Context: an optimization exercise on an open-source flow, tuned for small area. The choices shown serve that exercise and are no tape-out recipe. No functional check of the RTL was part of this run.

$ cat design/flow/config.mk
export PLATFORM = sky130hd
export DESIGN_NAME = altitude_reflex_chip
export DESIGN_NICKNAME = altitude_reflex_chip
export VERILOG_FILES = /design/flow/design.v
export SDC_FILE = /design/flow/constraint.sdc
export NUM_CORES = 4
export LEC_CHECK = 0
export CAP_MARGIN = 20
export CORE_MARGIN = 2
export CORE_UTILIZATION = 40
export SLEW_MARGIN = 20
$ cat design/flow/constraint.sdc
create_clock -name core_clock -period 25.0 [get_ports {clk}]
set_input_delay 5.0000 -clock core_clock [delete_from_list [all_inputs] [get_ports {clk}]]
set_output_delay 5.0000 -clock core_clock [all_outputs]
set_load 0.01 [all_outputs]
$ cat design/flow/design.v
module altitude_reflex_chip (
    input wire clk,
    input wire rst_n,
    input wire signed [15:0] altitude_current,     
    input wire signed [15:0] altitude_target,      
    input wire signed [15:0] velocity_z,           
    input wire signed [15:0] accel_z,              
    input wire [7:0] compliance,       
    input wire signed [15:0] pid_kp,   
    input wire signed [15:0] pid_ki,   
    input wire signed [15:0] pid_kd,   
    output reg signed [15:0] thrust_output,    
    output reg control_valid                    
);
reg signed [15:0] error;
reg signed [31:0] integral;
reg signed [15:0] derivative;
reg signed [15:0] last_error;
always @(*) begin
    error = altitude_target - altitude_current;
end
always @(posedge clk or negedge rst_n) begin
    if (!rst_n) begin
        integral <= 0;
        last_error <= 0;
        derivative <= 0;
    end else begin
        integral <= integral + error;
        if (integral > 32767) integral <= 32767;
        if (integral < -32768) integral <= -32768;
        derivative <= error - last_error;
        last_error <= error;
    end
end
wire signed [31:0] pid_p = (error * pid_kp) >>> 8;
wire signed [31:0] pid_i = (integral * pid_ki) >>> 16;
wire signed [31:0] pid_d = (derivative * pid_kd) >>> 8;
wire signed [31:0] pid_output_raw = pid_p + pid_i + pid_d;
wire signed [15:0] pid_output = (pid_output_raw > 1000) ? 1000 :
                                 (pid_output_raw < -1000) ? -1000 :
                                 pid_output_raw[15:0];
wire signed [15:0] npu_input_error = error >>> 2;       
wire signed [15:0] npu_input_vel = velocity_z >>> 4;    
wire signed [15:0] npu_input_acc = accel_z >>> 6;       
wire signed [31:0] npu_layer1 = npu_input_error * 16 + npu_input_vel * 8 + npu_input_acc * 4;
wire signed [15:0] npu_activation = (npu_layer1 > 500) ? 500 :
                                     (npu_layer1 < -500) ? -500 :
                                     npu_layer1[15:0];
wire signed [15:0] npu_output = (npu_activation * 80) >>> 7;   
wire [15:0] inv_compliance = 255 - compliance;
wire signed [31:0] pid_scaled = (pid_output * $signed({1'b0, inv_compliance}));
wire signed [31:0] npu_scaled = (npu_output * $signed({1'b0, compliance}));
wire signed [31:0] mixed_output = (pid_scaled + npu_scaled) >>> 8;
always @(posedge clk or negedge rst_n) begin
    if (!rst_n) begin
        thrust_output <= 0;
        control_valid <= 0;
    end else begin
        if (mixed_output > 1000) begin
            thrust_output <= 1000;
        end else if (mixed_output < -1000) begin
            thrust_output <= -1000;
        end else begin
            thrust_output <= mixed_output[15:0];
        end
        control_valid <= 1;
    end
end
endmodule
$ cat design/flow/run.sh
#!/bin/bash
# synth_recipe.tcl (not shown) runs the flow's synth.tcl, then flattens the netlist and writes it again
# the make line also repeats each setting of config.mk as NAME=value (left out here)
make -C /OpenROAD-flow-scripts/flow DESIGN_CONFIG=/design/flow/config.mk WORK_HOME=/design/flow/orfs CLKGATE_MAP_FILE= SYNTH_SCRIPT=/design/flow/synth_recipe.tcl finish
==> summary.txt <==
status timing/DRC/antenna clean; count of final hold-check violations 0; top-level I/O count 139; Clock Tree Root clkbuf_16; area grow syn2layout 7.498%; largest net degree at the start of global routing 44; post-synthesis register bit count 81; Worst Path Required 25.31 ns; Syn Nets 7,290; Die Area 0.1264 mm2; DRT antenna net count 0; RD Place Congestion 0.8791; Min-Delay Path Class reg2reg; CTS tree yes; Detailed Route Iter0 Violations 1,928; share of cells above drive strength 1 3.075%; post-synthesis simple-gate area fraction 15.47%; CP max FO 9; I/O Buffers 128; Worst-Skew Late Latency 0.40 ns; nature of the critical path startpoint primary input; most common flop cell mapped by yosys dfrtp_1; sequential fraction of the synthesis area 4.102%; Ys Warns 1; R2R cell count 60; Crit path arrival time 24.26 ns; Syn Inst Count 5,555; DRC violations left 0; Core Rows 128; vias per cell 4.972; Worst-Margin Slew 1.053 ns; Final Cell Area 0.05312 mm2; Final period util 95.78%; Max Cap Viol 0; RSZ-0062 raised after global routing no; Hold Path Depth 2; post-synth cell types 84; Slew Viols, Final 0; FF-to-FF setup slack 6.63 ns; Final min period 23.95 ns; placed cell area 0.05270 mm2; DR WL/cell 16.75 um; Die X 355.5 um; Die Span Y 355.5 um; Post-Synth Adder-Cell Area 57.57%; critical path class in2reg; fin nets 7,324; DRT Pass-1 Iters 6; xor-xnor portion of the synthesized cell area 3.776%; Starting Density 40.44%; hold slack 0.5143 ns; final setup violating endpoints 0; Num Clock Sinks 81; Final Skew 0.02357 ns; total CTS buffers 9; initial antenna violation count 2; via count 35,910; CTS max path bufs 2; Reg clk slew, reported paths 0.08 ns; Final WS setup 1.054 ns; GRT overflow 0; slew margin rel. 29.53%; core area 0.1222 mm2; ys async rst share 100.0%; vias in the first global route 38,450; highest-delay cell along the critical path fa_1; hold_buf cts 0; global-route wire length before repair 202,600 um; H-tree Lvls 3; setup TNS 0 ns; Tot GR Track Use 19.98%; mean post-synth cell area 8.895 um2; drt total wl 120,900 um; pre-CTS setup slack 0.3981 ns; Setup crit end kind flip-flop; Syn Std Cell Area 0.04941 mm2; EDFF count, synth 0; complex-gate fraction of the synthesized area 6.617%; fmax 41.76 MHz; CP dominant cell by count fa_1; largest family of logic cells by synthesized area adder cells; post-synthesis mux area share 0.1722%; largest stage delay on the critical path 0.55 ns; DP Wirelength 99,780 um
## per-stage QoR
stage / instances / util (%)
floorplan: 5555 / -
global placement: 7201 / 43.13
detailed placement: 7201 / 43.13
CTS: 7217 / 43.40
global route: 7219 / 43.46
finish: 7222 / 43.47
## layout make-up
type	instances	area (um2)
Clock buffer	9	225.2
Antenna cell	3	7.507
Sequential cell	81	2027
Inverter	1436	5390
Tap cell	1625	2033
Fill cell	12050	69080
Clock inverter	7	111.4
Multi-Input combinational cell	3858	41470
Timing Repair Buffer	203	1849
## registers in the layout, indices dropped and copies added, names as in the netlist
signal and count:
derivative 16, integral 32, thrust_output 16, last_error 16
control_valid 1
## path summary, 6_finish.rpt
kind / start / to
setup / recovery: altitude_current[1] / thrust_output[0]$_DFF_PN0_
hold / removal: last_error[0]$_DFF_PN0_ / derivative[0]$_DFF_PN0_
setup reg to reg: integral[5]$_DFF_PN0_ / thrust_output[0]$_DFF_PN0_
hold reg to reg: last_error[0]$_DFF_PN0_ / derivative[0]$_DFF_PN0_
max in group asynchronous: rst_n / derivative[14]$_DFF_PN0_
min in group asynchronous: rst_n / control_valid$_DFF_PN0_
## kinds of logic (layout without fill, tap and decap cells)
kind of cell,after synthesis,count (layout)
compound gates,487,487
xor+xnor,213,213
fa+ha+maj,1613,1613
flops,81,81
buf+inv,1616,1655
mux,8,8
simple gates,1536,1536
other cells,1,4
## synth_stat cells, drive strengths merged, types with 20 or more instances
cell	instances	share of area, %
inv	1436	11
fa	1101	45
nand2	649	4.9
ha	512	13
and2	390	4.9
clkbuf	174	1.3
nor2	152	1.2
xnor2	146	2.6
a21oi	135	1.4
o21ai	101	1.0
dfrtp	81	4.1
nand2b	76	0.96
xor2	67	1.2
nor2b	45	0.57
a21o	44	0.67
nor3	41	0.42
o21a	36	0.55
or2	33	0.42
nand3	31	0.31
o21bai	29	0.44
a211oi	21	0.36
nand4	20	0.25
## routing by layer
| metal | GRT usage (%) | share of wire (%) |
|---|---|---|
| met1 | 27.94 | 45 |
| met2 | 33.58 | 48 |
| met3 | 2.310 | 4.9 |
| met4 | 3.754 | 1.8 |
| met5 | 0 | 0 |
## what timing repair did
| action | 4_1_cts | 5_1_grt |
|---|---|---|
| gates resized for setup | 0 | 7 |
| endpoints found under the setup margin | 0 | 10 |
| buffers inserted | 0 | 1 |
## worst max-delay path, delay by kind of cell
family	cells	cell delay [ns]
adders and majority gates	18	8.25
and+or+nand+nor	23	4.77
AOI/OAI and AO/OA	15	3.99
buffers and inverters	10	1.05
xor gates and xnor gates	3	0.80
muxes	1	0.40
## layout by cell type, fill, tap and decap left out, types with 6 or more instances in the layout
cell / instances
a211o_1: 11
a211oi_1: 17
a21boi_0: 9
a21o_1: 44
a21oi_1: 131
a31o_2: 10
a31oi_1: 14
and2_1: 390
and3_1: 19
and4_1: 7
buf_4: 75
clkbuf_16: 9
clkdlybuf4s50_1: 127
dfrtp_1: 81
fa_1: 1101
ha_1: 512
inv_1: 1435
nand2_1: 649
nand2b_1: 76
nand3_1: 31
nand4_1: 20
nor2_1: 150
nor2b_1: 45
nor3_1: 41
nor3b_1: 14
nor4_1: 15
o2111ai_1: 6
o21a_1: 36
o21ai_0: 96
o21bai_1: 29
o311ai_0: 6
o31ai_1: 12
or2_1: 9
or2_2: 24
or3_1: 15
or3b_1: 11
xnor2_1: 137
xnor2_2: 9
xor2_1: 62

## static timing again, ports no longer ideal
In the flow no input, the clock included, has a driving cell. The finished layout below was timed again as built, in two steps. Step 1 sets driving cells, clkbuf_16 on the clock port and buf_2 on the other inputs (assumed; they add their load-dependent delay and slew). Step 2 times the ports against the registers' clock, not the clock port: input delays grow and output delays shrink by t, the midpoint of the rising clock arrivals with the driver on. Three values: no drivers, after step 1, after step 2; two values: the first two.
shift t [ns]: 0.438
slack for setup (ns): 1.054 / 1.078 / 0.641
cell pins on the clock port's net: 1
After both steps this run still meets setup and hold. For this run, drivers alone change the setup slack by +0.024 ns; drivers and shift together by -0.413 ns.
